Source: an optimization exercise on an open RTL-to-GDS flow (aim: small area). Production flows keep margins and buffers that such runs may drop.
Function was checked by simulation only, so behaviour that the tests miss may differ from the original.
No driver is modelled on the clock port, so clocking that relies on it looks cheaper here than on a real chip.
Power figures rest on the tool's default switching activity, not on a simulated workload.

$ cat flow/flow/run.sh
#!/bin/bash
# Layout flow: the standard synthesis, then the combinational logic between
# the (unchanged) registers is re-optimised for area with ABC, then the standard flow's
# standard layout from floorplan to finish. Each tool writes its own log here.
set -uo pipefail
W=$(pwd)
R=$W/orfs/results/${FLOW_PLATFORM}/blackjack/base
LIB=$FLOW_HOME/platforms/${FLOW_PLATFORM}/lib/sky130_fd_sc_hd__tt_025C_1v80.lib

bash standard.sh synth > $W/log_1_std_synth.txt 2>&1 || exit 1
cp $R/1_2_yosys.v $W/std_netlist.v

# don't-use cells of the platform
python3 - "$FLOW_HOME/platforms/${FLOW_PLATFORM}/config.mk" > $W/dont_use.txt <<'PY'
import re, sys
txt = open(sys.argv[1]).read().replace("\\\n", " ")
cells = set()
for m in re.finditer(r"DONT_USE_CELLS\s*\+?=([^\n]*)", txt):
    cells.update(re.findall(r"sky130_fd_sc_hd__\w+", m.group(1)))
print(" ".join(f"-dont_use {c}" for c in sorted(cells)))
PY
DU=$(cat $W/dont_use.txt)

best=""
bestarea=""
for s in $W/flow/abc_*.script; do
  n=$(basename $s .script)
  cat > $W/resynth_$n.ys <<EOS
read_liberty -ignore_miss_func $LIB
blackbox sky130_fd_sc_hd__*df* sky130_fd_sc_hd__dl*
read_verilog $W/std_netlist.v
hierarchy -top $FLOW_TOP
flatten
opt_clean -purge
abc -script $s -liberty $LIB $DU
opt_clean -purge
hilomap -singleton -hicell sky130_fd_sc_hd__conb_1 HI -locell sky130_fd_sc_hd__conb_1 LO
opt_clean -purge
tee -o $W/stat_$n.txt stat -liberty $LIB
write_verilog -noattr -nohex -nodec $W/netlist_$n.v
EOS
  ( timeout 1200 yosys -s $W/resynth_$n.ys > $W/log_2_resynth_$n.txt 2>&1 ) &
  # at most NUM_CORES at once
  while (( $(jobs -rp | wc -l) >= ${NUM_CORES:-4} )); do sleep 1; done
done
wait
for s in $W/flow/abc_*.script; do
  n=$(basename $s .script)
  a=$(grep -o "Chip area for module.*: [0-9.]*" $W/stat_$n.txt 2>/dev/null | awk '{print $NF}')
  [[ -z "$a" || ! -s $W/netlist_$n.v ]] && continue
  # only cell instances (no behavioural registers) may come out
  grep -qE "^\s*(reg|always)\b" $W/netlist_$n.v && continue
  # the registers must be the standard synthesis's, by name and cell type
  grep -oE "sky130_fd_sc_hd__[a-z]*(df|dl)[a-z0-9_]* [^ ]*" $W/std_netlist.v | sort > $W/regs_std.txt
  grep -oE "sky130_fd_sc_hd__[a-z]*(df|dl)[a-z0-9_]* [^ ]*" $W/netlist_$n.v | sort > $W/regs_$n.txt
  cmp -s $W/regs_std.txt $W/regs_$n.txt || continue
  if [[ -z "$best" ]] || python3 -c "import sys; sys.exit(0 if $a < $bestarea else 1)"; then
    best=$n; bestarea=$a
  fi
done
echo "chosen: ${best:-standard} ${bestarea}" > $W/log_2_resynth_choice.txt
if [[ -n "$best" ]]; then
  cp $W/netlist_$best.v $R/1_2_yosys.v
  touch $R/1_2_yosys.v
fi

# extra make settings for the layout, one per line
ARGS=()
if [[ -f $W/flow/layout_args.txt ]]; then
  while IFS= read -r line; do [[ -n "$line" ]] && ARGS+=("$line"); done < $W/flow/layout_args.txt
fi
# upsize slow clock buffers after CTS
ARGS+=("POST_CTS_TCL=$W/flow/post_cts.tcl")
# build a two-level clock tree of our own before CTS (CTS_ARGS then leaves it alone)
[[ -f $W/flow/pre_cts.tcl ]] && ARGS+=("PRE_CTS_TCL=$W/flow/pre_cts.tcl")
bash standard.sh "${ARGS[@]}" finish > $W/log_3_std_layout.txt 2>&1 || exit 1
$ cat flow/flow/abc_s1.script
strash
&get -n
&deepsyn -T 60 -S 1
&put
dch -f
amap
topo
$ cat flow/flow/abc_s2.script
strash
&get -n
&deepsyn -T 60 -S 2
&put
dch -f
amap
topo
$ cat flow/flow/abc_s3.script
strash
&get -n
&deepsyn -T 60 -S 3
&put
dch -f
amap
topo
$ cat flow/flow/abc_s4.script
strash
&get -n
&deepsyn -T 60 -S 4
&put
dch -f
amap
topo
$ cat flow/flow/layout_args.txt
BUFFER_PORTS_ARGS=-buffer_cell sky130_fd_sc_hd__buf_1
CTS_ARGS=-clk_nets clk -dont_use_dummy_load
$ cat flow/flow/post_cts.tcl
# Upsize the clock buffers that drive a register clock pin with a slow slew.
estimate_parasitics -placement
set thr 128.0
set big [[ord::get_db] findMaster sky130_fd_sc_hd__clkbuf_16]
set drivers [dict create]
foreach pin [get_pins -hierarchical */CLK] {
  set s 0
  foreach a {slew_max_rise slew_max_fall} {
    set v [get_property $pin $a]
    if {[string is double -strict $v] && $v > $s} { set s $v }
  }
  set ps_ [expr {[sta::time_sta_ui $s] * 1000.0}]
  if {$ps_ > 100.0} { puts "post-cts: [get_full_name $pin] slew $ps_ ps" }
  if {$ps_ > $thr} {
    set iterm [[ord::get_db_block] findITerm [get_full_name $pin]]
    if {$iterm == "NULL"} continue
    set net [$iterm getNet]
    foreach it [$net getITerms] {
      if {[$it isOutputSignal]} { dict set drivers [[$it getInst] getName] 1 }
    }
  }
}
set n 0
foreach name [dict keys $drivers] {
  set inst [[ord::get_db_block] findInst $name]
  set m [[$inst getMaster] getName]
  if {[string match "sky130_fd_sc_hd__clkbuf_*" $m] && $m != "sky130_fd_sc_hd__clkbuf_16"} {
    $inst swapMaster $big
    incr n
  }
}
puts "post-cts: upsized $n clock buffers (slew over $thr ps)"
if {$n > 0} {
  detailed_placement
  estimate_parasitics -placement
}
$ cat flow/flow/pre_cts.tcl
# A two-level clock tree: the registers are split into K groups by location
# (k-means); each group is driven by one leaf buffer at its centre, and the
# leaves by one root buffer.
set K 7
set leafm [[ord::get_db] findMaster sky130_fd_sc_hd__clkbuf_8]
set rootm [[ord::get_db] findMaster sky130_fd_sc_hd__clkbuf_8]
set block [ord::get_db_block]
set clknet [$block findNet clk]
set pts {}
set its {}
foreach iterm [$clknet getITerms] {
  set bb [[$iterm getInst] getBBox]
  lappend pts [list [expr {([$bb xMin] + [$bb xMax]) / 2.0}] [expr {([$bb yMin] + [$bb yMax]) / 2.0}]]
  lappend its $iterm
}
set n [llength $pts]
# k-means, started from points spread along the sorted x order
set order [lsort -real -index 0 $pts]
set cs {}
for {set k 0} {$k < $K} {incr k} { lappend cs [lindex $order [expr {int(($k + 0.5) * $n / $K)}]] }
for {set it 0} {$it < 30} {incr it} {
  set asg {}
  foreach p $pts {
    set best 0; set bd 1e30
    for {set k 0} {$k < $K} {incr k} {
      set c [lindex $cs $k]
      set d [expr {abs([lindex $p 0] - [lindex $c 0]) + abs([lindex $p 1] - [lindex $c 1])}]
      if {$d < $bd} { set bd $d; set best $k }
    }
    lappend asg $best
  }
  set ncs {}
  for {set k 0} {$k < $K} {incr k} {
    set sx 0; set sy 0; set m 0
    foreach p $pts a $asg { if {$a == $k} { set sx [expr {$sx + [lindex $p 0]}]; set sy [expr {$sy + [lindex $p 1]}]; incr m } }
    if {$m > 0} { lappend ncs [list [expr {$sx / $m}] [expr {$sy / $m}]] } else { lappend ncs [lindex $cs $k] }
  }
  set cs $ncs
}
set root [odb::dbInst_create $block $rootm clkroot_buf]
set rnet [odb::dbNet_create $block clk_root]
$rnet setSigType CLOCK
set rx 0; set ry 0
for {set k 0} {$k < $K} {incr k} {
  set leaf [odb::dbInst_create $block $leafm clkleaf_buf_$k]
  set lnet [odb::dbNet_create $block clk_leaf_$k]
  $lnet setSigType CLOCK
  [$leaf findITerm A] connect $rnet
  [$leaf findITerm X] connect $lnet
  set c [lindex $cs $k]
  $leaf setLocation [expr {int([lindex $c 0])}] [expr {int([lindex $c 1])}]
  $leaf setPlacementStatus PLACED
  set rx [expr {$rx + [lindex $c 0]}]; set ry [expr {$ry + [lindex $c 1]}]
  set cnt 0
  foreach iterm $its a $asg { if {$a == $k} { $iterm disconnect; $iterm connect $lnet; incr cnt } }
  puts "clock leaf $k: $cnt registers"
}
[$root findITerm A] connect $clknet
[$root findITerm X] connect $rnet
$root setLocation [expr {int($rx / $K)}] [expr {int($ry / $K)}]
$root setPlacementStatus PLACED
$ cat flow/standard.sh
#!/bin/bash
# synth_recipe.tcl (not shown) runs the flow's synth.tcl, then flattens the netlist and writes it again
# the make line also repeats each setting of config.mk as NAME=value (left out here)
make -C /OpenROAD-flow-scripts/flow DESIGN_CONFIG=/design/flow/config.mk WORK_HOME=/design/flow/orfs CLKGATE_MAP_FILE= SYNTH_SCRIPT=/design/flow/synth_recipe.tcl "${@:-finish}"
$ cat flow/config.mk
export PLATFORM = sky130hd
export DESIGN_NAME = blackjack
export DESIGN_NICKNAME = blackjack
export VERILOG_FILES = /design/flow/design.v
export SDC_FILE = /design/flow/constraint.sdc
export NUM_CORES = 4
export LEC_CHECK = 0
export ABC_AREA = 1
export CAP_MARGIN = 20
export CORE_MARGIN = 2
export CORE_UTILIZATION = 40
export CTS_BUF_LIST = sky130_fd_sc_hd__clkbuf_8
export HOLD_SLACK_MARGIN = 0
export SLEW_MARGIN = 20
$ cat flow/constraint.sdc
create_clock -name core_clock -period 10.0 [get_ports {clk}]
set_input_delay 2.0000 -clock core_clock [delete_from_list [all_inputs] [get_ports {clk}]]
set_output_delay 2.0000 -clock core_clock [all_outputs]
set_load 0.01 [all_outputs]
$ cat flow/design.v
module dbc(
input clk,
input rst,
input signal_i,
output reg signal_o,
output rise,       
output pulse,      
output started     
    );
    function [4:0] L;
        input [4:0] x;
        L = {x[3:0], x[4] ^ x[2]};
    endfunction
    localparam [4:0] Z   = 5'b00001;   
    localparam [4:0] T19 = 5'b00110;   
    localparam [4:0] R   = 5'b10000;   
    reg [4:0] cnt;
    reg [1:0] ph;
    wire flip = (cnt == T19);
    wire s = signal_o ^ flip;
    wire diff = signal_i ^ s;
    assign rise = signal_o & (ph == 2'd2);
    assign pulse = signal_o & (ph == 2'd3);
    assign started = (cnt != R);
    always @(posedge clk or posedge rst) begin
        if (rst) begin
            signal_o <= 1'b0;
            cnt <= R;
            ph <= 2'd0;
        end else begin
            signal_o <= s;
            cnt <= (diff & ~flip) ? L(cnt) : (diff ? L(Z) : Z);
            ph <= flip ? 2'd1 : ph + {1'b0, ph != 2'd0};
        end
    end
endmodule
module card_generator(input hit, input clk, input rst, input [3:0] lstate,
                      output reg [3:0] card, output reg same);
reg par;
reg [3:0] v;
always @(*) begin
    case ({par, lstate})
        5'd0: v = 4'd2;
        5'd1: v = 4'd8;
        5'd2: v = 4'd2;
        5'd3: v = 4'd4;
        5'd4: v = 4'd10;
        5'd5: v = 4'd8;
        5'd6: v = 4'd4;
        5'd7: v = 4'd10;
        5'd8: v = 4'd6;
        5'd9: v = 4'd6;
        5'd10: v = 4'd4;
        5'd11: v = 4'd8;
        5'd12: v = 4'd10;
        5'd13: v = 4'd2;
        5'd14: v = 4'd6;
        5'd16: v = 4'd7;
        5'd17: v = 4'd3;
        5'd18: v = 4'd7;
        5'd19: v = 4'd9;
        5'd20: v = 4'd5;
        5'd21: v = 4'd3;
        5'd22: v = 4'd9;
        5'd23: v = 4'd5;
        5'd24: v = 4'd11;
        5'd25: v = 4'd11;
        5'd26: v = 4'd9;
        5'd27: v = 4'd3;
        5'd28: v = 4'd5;
        5'd29: v = 4'd7;
        5'd30: v = 4'd11;
        default: v = 4'bx;    
    endcase
end
always @(posedge clk or posedge rst) begin
    if (rst)
        par <= 1'b0;
    else
        par <= ~par;
end
always @(posedge clk) begin
    if (hit) begin
        card <= v;
        same <= (v == card);
    end
end
endmodule
module lfsr (out, state, clk, rst);
  output reg [3:0] out;
  output [3:0] state;
  input clk, rst;
  reg [3:0] number;
  assign state = number;
  wire feedback = ~(number[3] ^ number[2]);
  always @(posedge clk, posedge rst)
  begin
    if (rst)
      number <= 4'b0;
    else
      number <= {number[2:0], feedback};
  end
  always @(*) begin
    case (number)
      0: out = 5;
      1: out = 11;
      14: out = 8;
      13: out = 3;
      12: out = 10;
      15: out = 4'bx;    
      default: out = number;
    endcase
  end
endmodule
module lcd(clk, rst, trigger, started, ps, ds, fhp, shp, fhd, shd, bq, br,
           sf_e, e, rs, rw, d, c, b, a);
    parameter CW = 11;
    input clk, rst, trigger, started;
    input [4:0] ps, ds, fhp, shp, fhd, shd;
    input [4:0] bq;    
    input [3:0] br;
    output sf_e;
    output reg e, rs, rw, d, c, b, a;
    reg [CW-1:0] count;
    reg [5:0] code;
    reg st;
    wire [6:0] idx = count[CW-1:CW-7];
    assign sf_e = started;
    wire refresh = started & (count[CW-8] ^ (count[CW-9:CW-11] == 3'd0));
    reg [4:0] sc;
    always @(*) begin
        case (idx)
            7'd17, 7'd19: sc = ps;
            7'd27, 7'd29: sc = ds;
            7'd37, 7'd39: sc = bq;    
            7'd49, 7'd51: sc = fhp;
            7'd55, 7'd57: sc = shp;
            7'd65, 7'd67: sc = fhd;
            7'd71, 7'd73: sc = shd;
            default:      sc = 5'bx;    
        endcase
    end
    wire [1:0] tens = (sc >= 5'd30) ? 2'd3 : (sc >= 5'd20) ? 2'd2 : (sc >= 5'd10) ? 2'd1 : 2'd0;
    wire [4:0] ones5 = sc - tens * 4'd10;
    reg [5:0] code_n;
    always @(*) begin
        case (idx)
            7'd0: code_n = 6'h03;
            7'd1: code_n = 6'h03;
            7'd2: code_n = 6'h03;
            7'd3: code_n = 6'h02;
            7'd4: code_n = 6'h02;
            7'd5: code_n = 6'h08;
            7'd6: code_n = 6'h00;
            7'd7: code_n = 6'h06;
            7'd8: code_n = 6'h00;
            7'd9: code_n = 6'h0C;
            7'd10: code_n = 6'h00;
            7'd11: code_n = 6'h01;
            7'd12: code_n = 6'h25;
            7'd13: code_n = 6'h20;
            7'd14: code_n = 6'h23;
            7'd15: code_n = 6'h2A;
            7'd16: code_n = 6'h23;
            7'd17: code_n = {4'h8, tens};
            7'd18: code_n = 6'h23;
            7'd19: code_n = {2'h2, ones5[3:0]};
            7'd20: code_n = 6'h22;
            7'd21: code_n = 6'h20;
            7'd22: code_n = 6'h24;
            7'd23: code_n = 6'h24;
            7'd24: code_n = 6'h23;
            7'd25: code_n = 6'h2A;
            7'd26: code_n = 6'h23;
            7'd27: code_n = {4'h8, tens};
            7'd28: code_n = 6'h23;
            7'd29: code_n = {2'h2, ones5[3:0]};
            7'd30: code_n = 6'h22;
            7'd31: code_n = 6'h20;
            7'd32: code_n = 6'h24;
            7'd33: code_n = 6'h22;
            7'd34: code_n = 6'h23;
            7'd35: code_n = 6'h2A;
            7'd36: code_n = 6'h23;
            7'd37: code_n = {4'h8, tens};
            7'd38: code_n = 6'h23;
            7'd39: code_n = {2'h2, ones5[3:0]};
            7'd40: code_n = 6'h23;
            7'd41: code_n = {2'h2, br};
            7'd42: code_n = 6'h0C;
            7'd43: code_n = 6'h00;
            7'd44: code_n = 6'h25;
            7'd45: code_n = 6'h20;
            7'd46: code_n = 6'h23;
            7'd47: code_n = 6'h2A;
            7'd48: code_n = 6'h23;
            7'd49: code_n = {4'h8, tens};
            7'd50: code_n = 6'h23;
            7'd51: code_n = {2'h2, ones5[3:0]};
            7'd52: code_n = 6'h22;
            7'd53: code_n = 6'h20;
            7'd54: code_n = 6'h23;
            7'd55: code_n = {4'h8, tens};
            7'd56: code_n = 6'h23;
            7'd57: code_n = {2'h2, ones5[3:0]};
            7'd58: code_n = 6'h22;
            7'd59: code_n = 6'h20;
            7'd60: code_n = 6'h24;
            7'd61: code_n = 6'h24;
            7'd62: code_n = 6'h23;
            7'd63: code_n = 6'h2A;
            7'd64: code_n = 6'h23;
            7'd65: code_n = {4'h8, tens};
            7'd66: code_n = 6'h23;
            7'd67: code_n = {2'h2, ones5[3:0]};
            7'd68: code_n = 6'h22;
            7'd69: code_n = 6'h20;
            7'd70: code_n = 6'h23;
            7'd71: code_n = {4'h8, tens};
            7'd72: code_n = 6'h23;
            7'd73: code_n = {2'h2, ones5[3:0]};
            default: code_n = 6'h10;
        endcase
    end
    always @(posedge clk or posedge rst) begin
        if (rst) begin
            count <= 0;
            code <= 0;
            st <= 0;
            {e, rs, rw, d, c, b, a} <= 0;
        end else if (!st) begin
            count <= count + 1'b1;
            code <= code_n;
            {e, rs, rw, d, c, b, a} <= {refresh, code};
            if (idx == 7'd127)
                st <= 1'b1;
        end else if (trigger)
            st <= 1'b0;
    end
endmodule
`timescale 1ns / 1ps
module blackjack(
	input reset,
	input clk,
	input hit,
	input stay,
	input double_down,
	input split,
	output win,
	output tie,
	output lose,
	output sf_e, e, rs, rw, d, c, b, a
    );
wire hit_out, stay_out, dd_out, split_out;
wire hit_rise, hit_sp, stay_sp, double_down_sp, split_sp;
wire started;
dbc hit_debounce(.clk(clk), .rst(reset), .signal_i(hit), .signal_o(hit_out), .rise(hit_rise), .pulse(hit_sp), .started(started));
dbc stay_debounce(.clk(clk), .rst(reset), .signal_i(stay), .signal_o(stay_out), .rise(), .pulse(stay_sp), .started());
dbc dd_debounce(.clk(clk), .rst(reset), .signal_i(double_down), .signal_o(dd_out), .rise(), .pulse(double_down_sp), .started());
dbc split_debounce(.clk(clk), .rst(reset), .signal_i(split), .signal_o(split_out), .rise(), .pulse(split_sp), .started());
wire [3:0] d_card, lstate;
lfsr d_new_card(.clk(clk), .rst(reset), .out(d_card), .state(lstate));
wire [3:0] card;
wire same;
card_generator new_card(.hit(hit_rise), .clk(clk), .rst(reset), .lstate(lstate), .card(card), .same(same));
reg [4:0] ps, X, fhp, shp, shd;
reg [4:0] bq;
reg [3:0] br;
reg [4:0] state;
localparam [4:0] S_INIT = 5'b00000,
                 S_DDA = 5'b00010,
                 S_DDB = 5'b00011,
                 S_P0 = 5'b00100,
                 S_P1 = 5'b00101,
                 S_P2 = 5'b00110,
                 S_P3 = 5'b00111,
                 S_DL1 = 5'b01000,
                 S_DLN = 5'b01001,
                 S_DLS = 5'b01010,
                 S_DL1D = 5'b01100,
                 S_DLND = 5'b01101,
                 S_DLSD = 5'b01110,
                 S_SFHA = 5'b10000,
                 S_SFHB = 5'b10001,
                 S_SSHA = 5'b10100,
                 S_SSHB = 5'b10101,
                 S_RES = 5'b10010,
                 S_RESD = 5'b10011,
                 S_DONE = 5'b10110,
                 S_DFH1 = 5'b11000,
                 S_DFHN = 5'b11001,
                 S_DFHS = 5'b11010,
                 S_DSH = 5'b11101,
                 S_DSHS = 5'b11110;
wire splitted = |fhp;    
wire trigger = hit_out | stay_out | dd_out | split_out;
lcd lcdTest(.clk(clk), .rst(reset), .trigger(trigger), .started(started),
    .ps(ps), .ds(splitted ? 5'd0 : X), .fhp(fhp), .shp(shp), .fhd(splitted ? X : 5'd0), .shd(shd),
    .bq(bq), .br(br), .sf_e(sf_e), .e(e), .rs(rs), .rw(rw), .d(d), .c(c), .b(b), .a(a));
wire isP   = (state == S_P0) || (state == S_P1) || (state == S_P2) || (state == S_P3);
wire isDDA = (state == S_DDA);
wire in_sfh = (state == S_SFHA) || (state == S_SFHB);
wire in_ssh = (state == S_SSHA) || (state == S_SSHB);
wire in_dsh = (state == S_DSH);
wire dl_add = (state == S_DL1) || (state == S_DLN) || (state == S_DL1D) || (state == S_DLND)
           || (state == S_DFH1) || (state == S_DFHN);
wire resf = (state == S_RES) || (state == S_RESD);
wire clr = (resf || state == S_DONE) && split_sp;    
wire betok = bq != 5'd0;
wire bet20 = bq >= 5'd2;
wire pl = isP && betok;
reg [1:0] ncp;    
always @(*) begin
    case (state)
        S_P1: ncp = 2'd1;
        S_P2: ncp = 2'd2;
        S_P3: ncp = 2'd3;
        default: ncp = 2'd0;
    endcase
end
wire [1:0] ncp1 = hit_sp ? ((ncp == 2'd3) ? 2'd3 : ncp + 2'd1) : ncp;
wire split_ev = pl && split_sp && ncp1 == 2'd2 && same;
wire dealer_turn = dl_add || in_dsh;
wire [4:0] A = clr ? 5'd0 : in_sfh ? fhp : in_ssh ? shp : dl_add ? X : in_dsh ? shd : ps;
wire [4:0] padd = (card == 4'd11 && A > 5'd10) ? 5'd1 : {1'b0, card};
wire [4:0] B = clr ? 5'd0 : dealer_turn ? {1'b0, d_card} : padd;
wire [4:0] sum = A + B;
wire [4:0] psum = sum;
wire [4:0] dsum = sum;
wire [4:0] np = hit_sp ? sum : A;
wire ge21 = np >= 5'd21;
wire d17 = sum >= 5'd17;
wire we_ps = clr || (hit_sp && (pl || isDDA));
wire we_fh = clr || (hit_sp && in_sfh);
wire we_sh = clr || (hit_sp && in_ssh);
wire we_x  = clr || dl_add;
wire we_sd = clr || in_dsh;
function [2:0] hand;
    input [4:0] p, dl;
    input chk0;
    begin
        if (p > 21 && dl > 21) hand = 3'b010;
        else if (p > 21) hand = 3'b001;
        else if (dl > 21) hand = 3'b100;
        else if (dl > p) hand = 3'b001;
        else if (dl < p) hand = 3'b100;
        else if (!chk0 || (p != 0 && dl != 0)) hand = 3'b010;
        else hand = 3'b000;
    end
endfunction
wire [4:0] p1 = splitted ? fhp : ps;
wire [2:0] h1 = hand(p1, X, splitted);
wire [2:0] h2 = hand(shp, shd, 1'b1);
wire ddg = (state == S_RESD);
reg [2:0] dt2;
reg five;
always @(*) begin
    five = 1'b0;
    if (splitted) begin
        dt2 = (h1[2] ? 3'd2 : h1[0] ? 3'd0 : 3'd1) + (h2[2] ? 3'd2 : h2[0] ? 3'd0 : 3'd1);
    end else begin
        if (h1[2]) begin
            dt2 = ddg ? 3'd4 : 3'd3;
            five = !ddg && (ps == 5'd21);
        end
        else if (h1[0]) dt2 = (ddg && !(ps > 21)) ? 3'd0 : 3'd1;
        else dt2 = 3'd2;
    end
end
wire [4:0] r1 = {1'b0, br} + (five ? 5'd5 : 5'd0);
wire rc = r1 >= 5'd10;
wire [3:0] r2 = rc ? r1 - 5'd10 : r1[3:0];
wire [5:0] q2 = {1'b0, bq} + {3'b000, dt2} + {5'b00000, rc};
wire wrap_hi = (q2 > 6'd27) || (q2 == 6'd27 && r2 >= 4'd6);
wire wrap_lo = q2 < 6'd2;
reg [4:0] nbq;
reg [3:0] nbr;
always @(*) begin
    if (wrap_hi) begin
        if (r2 >= 4'd6) begin nbq = q2 - 6'd27; nbr = r2 - 4'd6; end
        else begin nbq = q2 - 6'd28; nbr = r2 + 4'd4; end
    end else if (wrap_lo) begin
        if (r2 >= 4'd4) begin nbq = q2 + 6'd24; nbr = r2 - 4'd4; end
        else begin nbq = q2 + 6'd23; nbr = r2 + 4'd6; end
    end else begin
        nbq = q2 - 6'd2; nbr = r2;
    end
end
wire [2:0] res = h1 | h2;
assign {win, tie, lose} = (state == S_DONE) ? res : 3'b000;
reg [4:0] nstate;
always @(*) begin
    nstate = state;
    case (state)
        S_INIT: nstate = S_P0;
        S_P0, S_P1, S_P2, S_P3:
            if (betok) begin
                nstate = (ncp1 == 2'd0) ? S_P0 : (ncp1 == 2'd1) ? S_P1 : (ncp1 == 2'd2) ? S_P2 : S_P3;
                if ((stay_sp && ncp1 >= 2) || ge21)
                    nstate = S_DL1;
                if (double_down_sp && ncp1 == 2 && (np == 9 || np == 10 || np == 11) && bet20)
                    nstate = S_DDA;
                if (split_ev)
                    nstate = S_SFHA;
            end
        S_DDA: if (hit_sp) nstate = stay_sp ? S_DL1D : S_DDB;
        S_DDB: if (stay_sp) nstate = S_DL1D;
        S_DL1: nstate = S_DLN;
        S_DL1D: nstate = S_DLND;
        S_DFH1: nstate = S_DFHN;
        S_DLN: if (d17) nstate = S_DLS;
        S_DLND: if (d17) nstate = S_DLSD;
        S_DFHN: if (d17) nstate = S_DFHS;
        S_DLS: nstate = S_RES;
        S_DLSD: nstate = S_RESD;
        S_SFHA, S_SFHB: begin
                if (hit_sp) nstate = S_SFHB;
                if ((stay_sp && (hit_sp || state == S_SFHB)) || ge21)
                    nstate = S_DFH1;
            end
        S_DFHS: nstate = S_SSHA;
        S_SSHA, S_SSHB: begin
                if (hit_sp) nstate = S_SSHB;
                if ((stay_sp && (hit_sp || state == S_SSHB)) || ge21)
                    nstate = S_DSH;
            end
        S_DSH: if (d17) nstate = S_DSHS;
        S_DSHS: nstate = S_RES;
        S_RES, S_RESD: nstate = S_DONE;
        S_DONE: ;
        default: nstate = 5'bx;    
    endcase
    if (clr) nstate = S_INIT;
end
always @(posedge clk or posedge reset) begin
    if (reset) begin
        ps <= 0; X <= 0; fhp <= 0; shp <= 0; shd <= 0;
        bq <= 5'd10; br <= 4'd0;
        state <= S_INIT;
    end else begin
        state <= nstate;
        if (we_ps) ps <= psum;
        if (split_ev) begin
            fhp <= {1'b0, card};
            shp <= {1'b0, card};
        end else begin
            if (we_fh) fhp <= psum;
            if (we_sh) shp <= psum;
        end
        if (we_x) X <= dsum;
        if (we_sd) shd <= dsum;
        if (resf) begin bq <= nbq; br <= nbr; end
    end
end
endmodule
==> metrics.log, run 1 <==
INFO  metric synthesis.nets = 828
INFO  metric final_cell_mix = sky130_fd_sc_hd__nor2_1, sky130_fd_sc_hd__clkinv_1, sky130_fd_sc_hd__dfrtp_1, sky130_fd_sc_hd__o21ai_0, sky130_fd_sc_hd__nand2_1
INFO  metric gpl.final_weighted_congestion = 0.990
INFO  metric total_via_count_after_detailed_routing = about 6000
INFO  metric power.switching = between 0.2 and 0.3 mW
INFO  metric cpMaxStageDelayCell = sky130_fd_sc_hd__dfrtp_1
INFO  metric setup_viol = 0
INFO  metric initial_utilization = between 40% and 50%
INFO  metric die_height = about 130 um
INFO  metric fp-row-count = between 40 and 50
INFO  metric global_route.overflow_total = 0
INFO  metric register_area = approximately 2700 sq um
INFO  metric share_comb_of_total_power = 15.3%
INFO  metric worst_clock_skew = a little under 0.03 ns
INFO  metric drtAntennaViolNets = 0
INFO  metric wl_per_cell = 16.6 um
INFO  metric postSynthAreaPerCell = roughly 7.6 sq um
INFO  metric most_common_cell_after_layout_fill_and_taps_aside = sky130_fd_sc_hd__nor2_1
INFO  metric netlist_area = between 6000 and 7000 sq um
INFO  metric min_delay_path_depth = 2
INFO  metric total_power = approximately 0.91 mW
INFO  metric grt_first_pass_wirelength = 28.1 mm
INFO  metric clk_pin_slew_worst_paths = approximately 0.1 ns
INFO  metric area_occupied_by_multi_input_gates = 3040 sq um
INFO  metric layout-area-overhead-vs-synth = 7.71%
INFO  metric crit_arrival = 6.30 ns
INFO  metric power_report.internal_total = between 0.6 and 0.7 mW
INFO  metric first_pass_iters = 8
INFO  metric yosys_warnings = 5
INFO  metric endpoint_kind = register
INFO  metric clock_period_minus_worst_slack = around 6.0 ns
INFO  metric power.share.switching = between 20 and 30%
INFO  metric critical-path-max-stage-delay = roughly 0.43 ns
INFO  metric portion_of_total_power_attributed_to_sequential_cells = between 50% and 60%
INFO  metric chipWidth = roughly 130 um
INFO  metric critical_path.most_common_cell = sky130_fd_sc_hd__clkinv_1
INFO  metric timing.reg2reg.setup_slack = 4.05 ns
INFO  metric worstRegToRegCells = 30
INFO  metric final_net_count = about 860
INFO  metric maxSlewViolCount = 0
INFO  metric area_of_the_core_region = between 15000 and 20000 sq um
INFO  metric grt_pass1_vias = 5433
INFO  metric largest_net_degree_at_the_start_of_global_routing = slightly below 70
INFO  metric fillCellCount = around 1500
INFO  metric dpl.hpwl = roughly 13 mm
INFO  metric viasPerCell = ~6
INFO  metric layout-drive-gt1-share = ~2%
INFO  metric max_cap_violations = 0
INFO  metric initialDrtViolationCount = 609
INFO  metric io_buffer_count = 16
INFO  metric finalHoldViolCount = 0
INFO  metric critical_path.startpoint = fhp[0]
INFO  metric ios = 17
INFO  metric regToRegEndpoint = bq[1]
INFO  metric unrepaired_setup_endpoints_after_global_routing = false
INFO  metric critPathRequiredTime = roughly 10 ns
INFO  metric die_area = 16500 sq um
INFO  metric dp_slack = 4.16 ns
INFO  metric critPathKind = reg2reg
INFO  metric postLayoutSetupSlackWorst = around 4.0 ns
INFO  metric status = complete, no violations
INFO  metric reported_leakage_power = about 2.6 nW
INFO  metric timing.max_slew.rel_slack = between 30 and 40%
INFO  metric drcViolationCount = 0
INFO  metric power_density = approximately 140 nW/um^2
INFO  metric syn_inst = between 800 and 900
INFO  metric clock_insertion_delay_worst_skew = about 0.42 ns
INFO  metric rr_startpoint = fhp[0]
INFO  metric whs_endpoint = hit_debounce.cnt[4]
INFO  metric worst_ir_drop_vdd = 0.0884 mV
INFO  metric wirelength = ~17 mm
INFO  metric setup_total_negative_slack = 0 ns
INFO  metric period_share = between 50% and 60%
INFO  metric worst-slew-pin-transition = just over 1 ns
INFO  metric gr-usage-all-layers = ~21%
INFO  metric clock_power_share = 27.8%
INFO  metric hold_path.startpoint = hit_debounce.cnt[3]
INFO  metric antenna_found_initial = 0
INFO  metric crit_path_start_kind = register
INFO  metric n_antenna_cell = 0
INFO  metric hold_path_class = reg2reg
INFO  metric worst-path-max-fanout = 8
INFO  metric timing_limited_maximum_frequency = between 0.15 and 0.2 GHz
## power by group through the flow
stage,sequential (mW),clock (mW),combinational (mW)
final,0.520,0.254,0.140
after global routing,0.528,0.283,0.165
after detailed placement,0.528,0,0.143
after global placement,0.526,0,0.141
after floorplan,0.519,0,0.112
## state kept, by name, summed over array words and instances, names as in the netlist, 4 cells and up
name / cells
lcdTest.code: 6
bq: 5
ps: 5
state: 5
new_card.card: 4
shp: 5
X: 5
d_new_card.number: 4
shd: 5
dd_debounce.cnt: 5
lcdTest.count: 11
stay_debounce.cnt: 5
hit_debounce.cnt: 5
fhp: 5
split_debounce.cnt: 5
br: 4
## final cells by class
| type | instances | area share, % |
|---|---|---|
| multi-input cells | 586 | 45.4 |
| flip-flops and latches | 106 | 40.1 |
| inverters | 130 | 7.33 |
| well taps | 188 | 3.51 |
| plain buffers | 8 | 2.49 |
| repair buffers | 18 | 1.12 |
## critical path: cells and delay by family, from the launching register on
kind            cells  cell delay, ns
compound gates     13            3.04
flops               1            0.43
buf+inv             6            0.98
simple gates       11            1.42
## worst max-delay path by stage
stage	end
6_report	bq[1]
5_1_grt	bq[2]
3_5_place_dp	bq[1]
3_3_place_gp	bq[2]
2_1_floorplan	bq[1]
## through the flow
stage                     util, %  area [sq um]  hold slack, ns  std cells
final                        44.0          6690           0.461       1036
after global routing         44.0          6690           0.498       1036
after global placement       42.9          6530           0.436       1028
after detailed placement     42.9          6530           0.443       1028
after floorplan                 -          6210           0.431        822
## per-layer routing
layer  part of all wire (%)  GRT usage (%)  vias to the layer above
li1                       -              -                     2982
met1                     45           29.2                     2835
met2                     45           33.9                      214
met3                    7.2           2.95                       39
met4                    2.3           4.35                        0
met5                      0              0                        -
==> inputs of run 2 (changes only) <==
--- a/flow/flow/run.sh
+++ b/flow/flow/run.sh
@@ -71,6 +71,4 @@
 fi
 # upsize slow clock buffers after CTS
 ARGS+=("POST_CTS_TCL=$W/flow/post_cts.tcl")
-# build a two-level clock tree of our own before CTS (CTS_ARGS then leaves it alone)
-[[ -f $W/flow/pre_cts.tcl ]] && ARGS+=("PRE_CTS_TCL=$W/flow/pre_cts.tcl")
 bash standard.sh "${ARGS[@]}" finish > $W/log_3_std_layout.txt 2>&1 || exit 1
==> flow/flow/abc_s10.script (new file) <==
strash
&get -n
&deepsyn -T 60 -S 10
&put
dch -f
amap
topo
==> flow/flow/abc_s11.script (new file) <==
strash
&get -n
&deepsyn -T 60 -S 11
&put
dch -f
amap
topo
==> flow/flow/abc_s12.script (new file) <==
strash
&get -n
&deepsyn -T 60 -S 12
&put
dch -f
amap
topo
==> flow/flow/abc_s13.script (new file) <==
strash
&get -n
&deepsyn -T 60 -S 13
&put
dch -f
amap -m
topo
==> flow/flow/abc_s14.script (new file) <==
strash
&get -n
&deepsyn -T 60 -S 14
&put
dch -f
amap -m
topo
==> flow/flow/abc_s15.script (new file) <==
strash
&get -n
&deepsyn -T 60 -S 15
&put
dch -f
amap -m
topo
==> flow/flow/abc_s16.script (new file) <==
strash
&get -n
&deepsyn -T 60 -S 16
&put
dch -f
amap -m
topo
==> flow/flow/abc_s5.script (new file) <==
strash
&get -n
&deepsyn -T 60 -S 5
&put
dch -f
amap -m
topo
==> flow/flow/abc_s6.script (new file) <==
strash
&get -n
&deepsyn -T 60 -S 6
&put
dch -f
amap -m
topo
==> flow/flow/abc_s7.script (new file) <==
strash
&get -n
&deepsyn -T 60 -S 7
&put
dch -f
amap -m
topo
==> flow/flow/abc_s8.script (new file) <==
strash
&get -n
&deepsyn -T 60 -S 8
&put
dch -f
amap -m
topo
==> flow/flow/abc_s9.script (new file) <==
strash
&get -n
&deepsyn -T 60 -S 9
&put
dch -f
amap
topo
==> flow/flow/layout_args.txt (replaced) <==
BUFFER_PORTS_ARGS=-buffer_cell sky130_fd_sc_hd__buf_1
CTS_ARGS=-sink_clustering_enable -repair_clock_nets -buf_list sky130_fd_sc_hd__clkbuf_8 -dont_use_dummy_load
removed: flow/flow/pre_cts.tcl
==> run 2 against run 1 <==
Global-route usage rose by 0.92 points. Sequential share of layout area fell by 0.052 points. First-iteration DRC count rose by 2.8%. Power barely moved. Largest cell class unchanged. Largest power group unchanged. Critical endpoint is now br[2]. Worst hold slack improved by 0.0039 ns.
==> metrics.log, run 2 <==
INFO  metric viasPerCell = 5.89
INFO  metric reported_leakage_power = around 2.6 nW
INFO  metric yosys_warnings = 5
INFO  metric top_routing_layer_in_use = met4
INFO  metric critPathRequiredTime = between 10 and 15 ns
INFO  metric clock_period_minus_worst_slack = around 6.2 ns
INFO  metric synthesis.nets = 815
INFO  metric setup_viol = 0
INFO  metric antenna_found_initial = 0
INFO  metric wl_per_cell = 16.5 um
INFO  metric period_share = around 62%
INFO  metric syn_inst = approximately 800
INFO  metric postSynthAreaPerCell = between 7 and 8 sq um
INFO  metric post-route-util = about 44%
INFO  metric worst-slew-pin-transition = approximately 1 ns
INFO  metric initialDrtViolationCount = approximately 630
INFO  metric clk_pin_slew_worst_paths = approximately 0.09 ns
INFO  metric die_height = 129 um
INFO  metric met3_wirelength = about 1.2 mm
INFO  metric global_route.overflow_total = 0
INFO  metric most_common_cell_after_layout_fill_and_taps_aside = sky130_fd_sc_hd__nor2_1
INFO  metric first_pass_iters = 6
INFO  metric area_of_the_core_region = about 15000 sq um
INFO  metric largest_net_degree_at_the_start_of_global_routing = 76
INFO  metric n_antenna_cell = 0
INFO  metric gr-usage-all-layers = a little over a fifth
INFO  metric io_buffer_count = 16
INFO  metric timing.reg2reg.setup_slack = 3.77 ns
INFO  metric critPathKind = reg2reg
INFO  metric critical-path-max-stage-delay = roughly 0.45 ns
INFO  metric wirelength = 16.9 mm
INFO  metric max_reg_flops = 11
INFO  metric finalNonFillerCells = between 1000 and 1500
INFO  metric dpl.hpwl = between 10 and 15 mm
INFO  metric worst_clock_skew = between 0.02 and 0.03 ns
INFO  metric cpMaxStageDelayCell = sky130_fd_sc_hd__nor4_1
INFO  metric worst-path-max-fanout = 8
INFO  metric cts_num_sinks = between 100 and 150
INFO  metric grt_pass1_vias = 5598
INFO  metric drtAntennaViolNets = 0
INFO  metric final_cell_mix = sky130_fd_sc_hd__nor2_1, sky130_fd_sc_hd__clkinv_1, sky130_fd_sc_hd__dfrtp_1, sky130_fd_sc_hd__a21oi_1, sky130_fd_sc_hd__o21ai_0
INFO  metric registers.top_by_ff_count = lcdTest.count
INFO  metric max_cap_violations = 0
INFO  metric netlist_area = a little over 6000 sq um
INFO  metric crit_arrival = between 6 and 7 ns
INFO  metric crit_path_start_kind = register
INFO  metric endpoint_kind = register
INFO  metric die_area = around 17000 sq um
INFO  metric finalHoldViolCount = 0
INFO  metric maxSlewViolCount = 0
INFO  metric hold_path_class = reg2reg
INFO  metric timing.max_slew.rel_slack = about a third
INFO  metric unrepaired_setup_endpoints_after_global_routing = false
INFO  metric clock_insertion_delay_worst_skew = 0.40 ns
INFO  metric status = complete, no violations
INFO  metric power_density = about 140 nW/um^2
INFO  metric layout-area-overhead-vs-synth = 7.85%
INFO  metric timing_limited_maximum_frequency = 0.160 GHz
INFO  metric initial_utilization = between 40% and 50%
INFO  metric drcViolationCount = 0
INFO  metric worst_ir_drop_vdd = roughly 0.10 mV
INFO  metric fp-row-count = 45
INFO  metric ios = 17
INFO  metric total_via_count_after_detailed_routing = 6035
INFO  metric final_net_count = about 840
INFO  metric setup_total_negative_slack = 0 ns
INFO  metric fin_hold_ws = between 0.4 and 0.5 ns
INFO  metric gpl.final_weighted_congestion = 0.934
INFO  metric layout-drive-gt1-share = ~2.3%
INFO  metric grt_first_pass_wirelength = about 28 mm
INFO  metric met2RoutedLength = 7.56 mm
INFO  metric chipWidth = 129 um
INFO  metric dp.cells = 1015
INFO  metric reg.largest.list = lcdTest.count x11, lcdTest.code x6
INFO  metric met1_length = 7.56 mm
INFO  metric critical_path.most_common_cell = sky130_fd_sc_hd__clkinv_1
INFO  metric tritoncts_clock_tree = built
run 2: layout make-up:
type                            instances  area, sq um
Multi-Input combinational cell        569         3030
Inverter                              134          505
Timing Repair Buffer                   18         75.1
Sequential cell                       106         2690
Tap cell                              188          235
Fill cell                            1577         8500
Clock buffer                            9          169
run 2: worst max-delay path: cells and delay by family (launching register included):
kind | cells | cell delay, ns
DFF | 1 | 0.39
and+or+nand+nor | 11 | 2.09
buffers and inverters | 5 | 0.83
AOI/OAI and AO/OA | 12 | 2.83
run 2: per-stage QoR:
step | power (mW) | worst slack [ns] | area, sq um
floorplan | 0.629 | 4.77 | 6210
global placement | 0.664 | 4.22 | 6530
finish | 0.912 | 3.77 | 6700
global route | 0.976 | 2.90 | 6700
detailed placement | 0.666 | 3.99 | 6530
run 2: final timing paths:
| check | startpoint | to | cells past startpoint |
|---|---|---|---|
| worst max register to register | fhp[1] | br[2] | 28 |
| worst min-delay path | hit_debounce.cnt[3] | hit_debounce.cnt[4] | 2 |
| worst max-delay path | fhp[1] | br[2] | 28 |
| worst min register to register | hit_debounce.cnt[3] | hit_debounce.cnt[4] | 2 |
| max in group asynchronous | reset | shp[4] | 3 |
| min in group asynchronous | reset | br[3] | 2 |
run 2: where the power goes:
part | switching (mW) | internal [mW]
Clock | 0.140 | 0.115
Combinational | 0.0876 | 0.0504
Sequential | 0.0328 | 0.486
Total | 0.261 | 0.652
run 2: layer usage:
metal,global-route usage (%),up-vias
met5,0,-
met4,7.99,0
met3,4.74,52
met2,33.2,247
met1,30.0,2766
li1,-,2970

[static timing again, ports no longer ideal]
Ports are ideal in the flow. The routed layouts listed here were re-timed in OpenROAD.
Step 1 assumes that a clkbuf_16 drives the clock port and a buf_2 every other input.
Step 2 times the ports against the registers' clock, not the clock port: input delays grow and output delays shrink by t, the midpoint of the rising clock arrivals with the driver on.
Three values: ideal ports, drivers, drivers and shift; two values: the first two.
run	shift t [ns]	setup slack, ns	worst data-port slew with drivers (ns)
run 1	0.449	4.049 / 4.049 / 4.049	0.03
run 2	0.428	3.765 / 3.765 / 3.765	0.03
After both steps setup and hold are still met in every run listed.
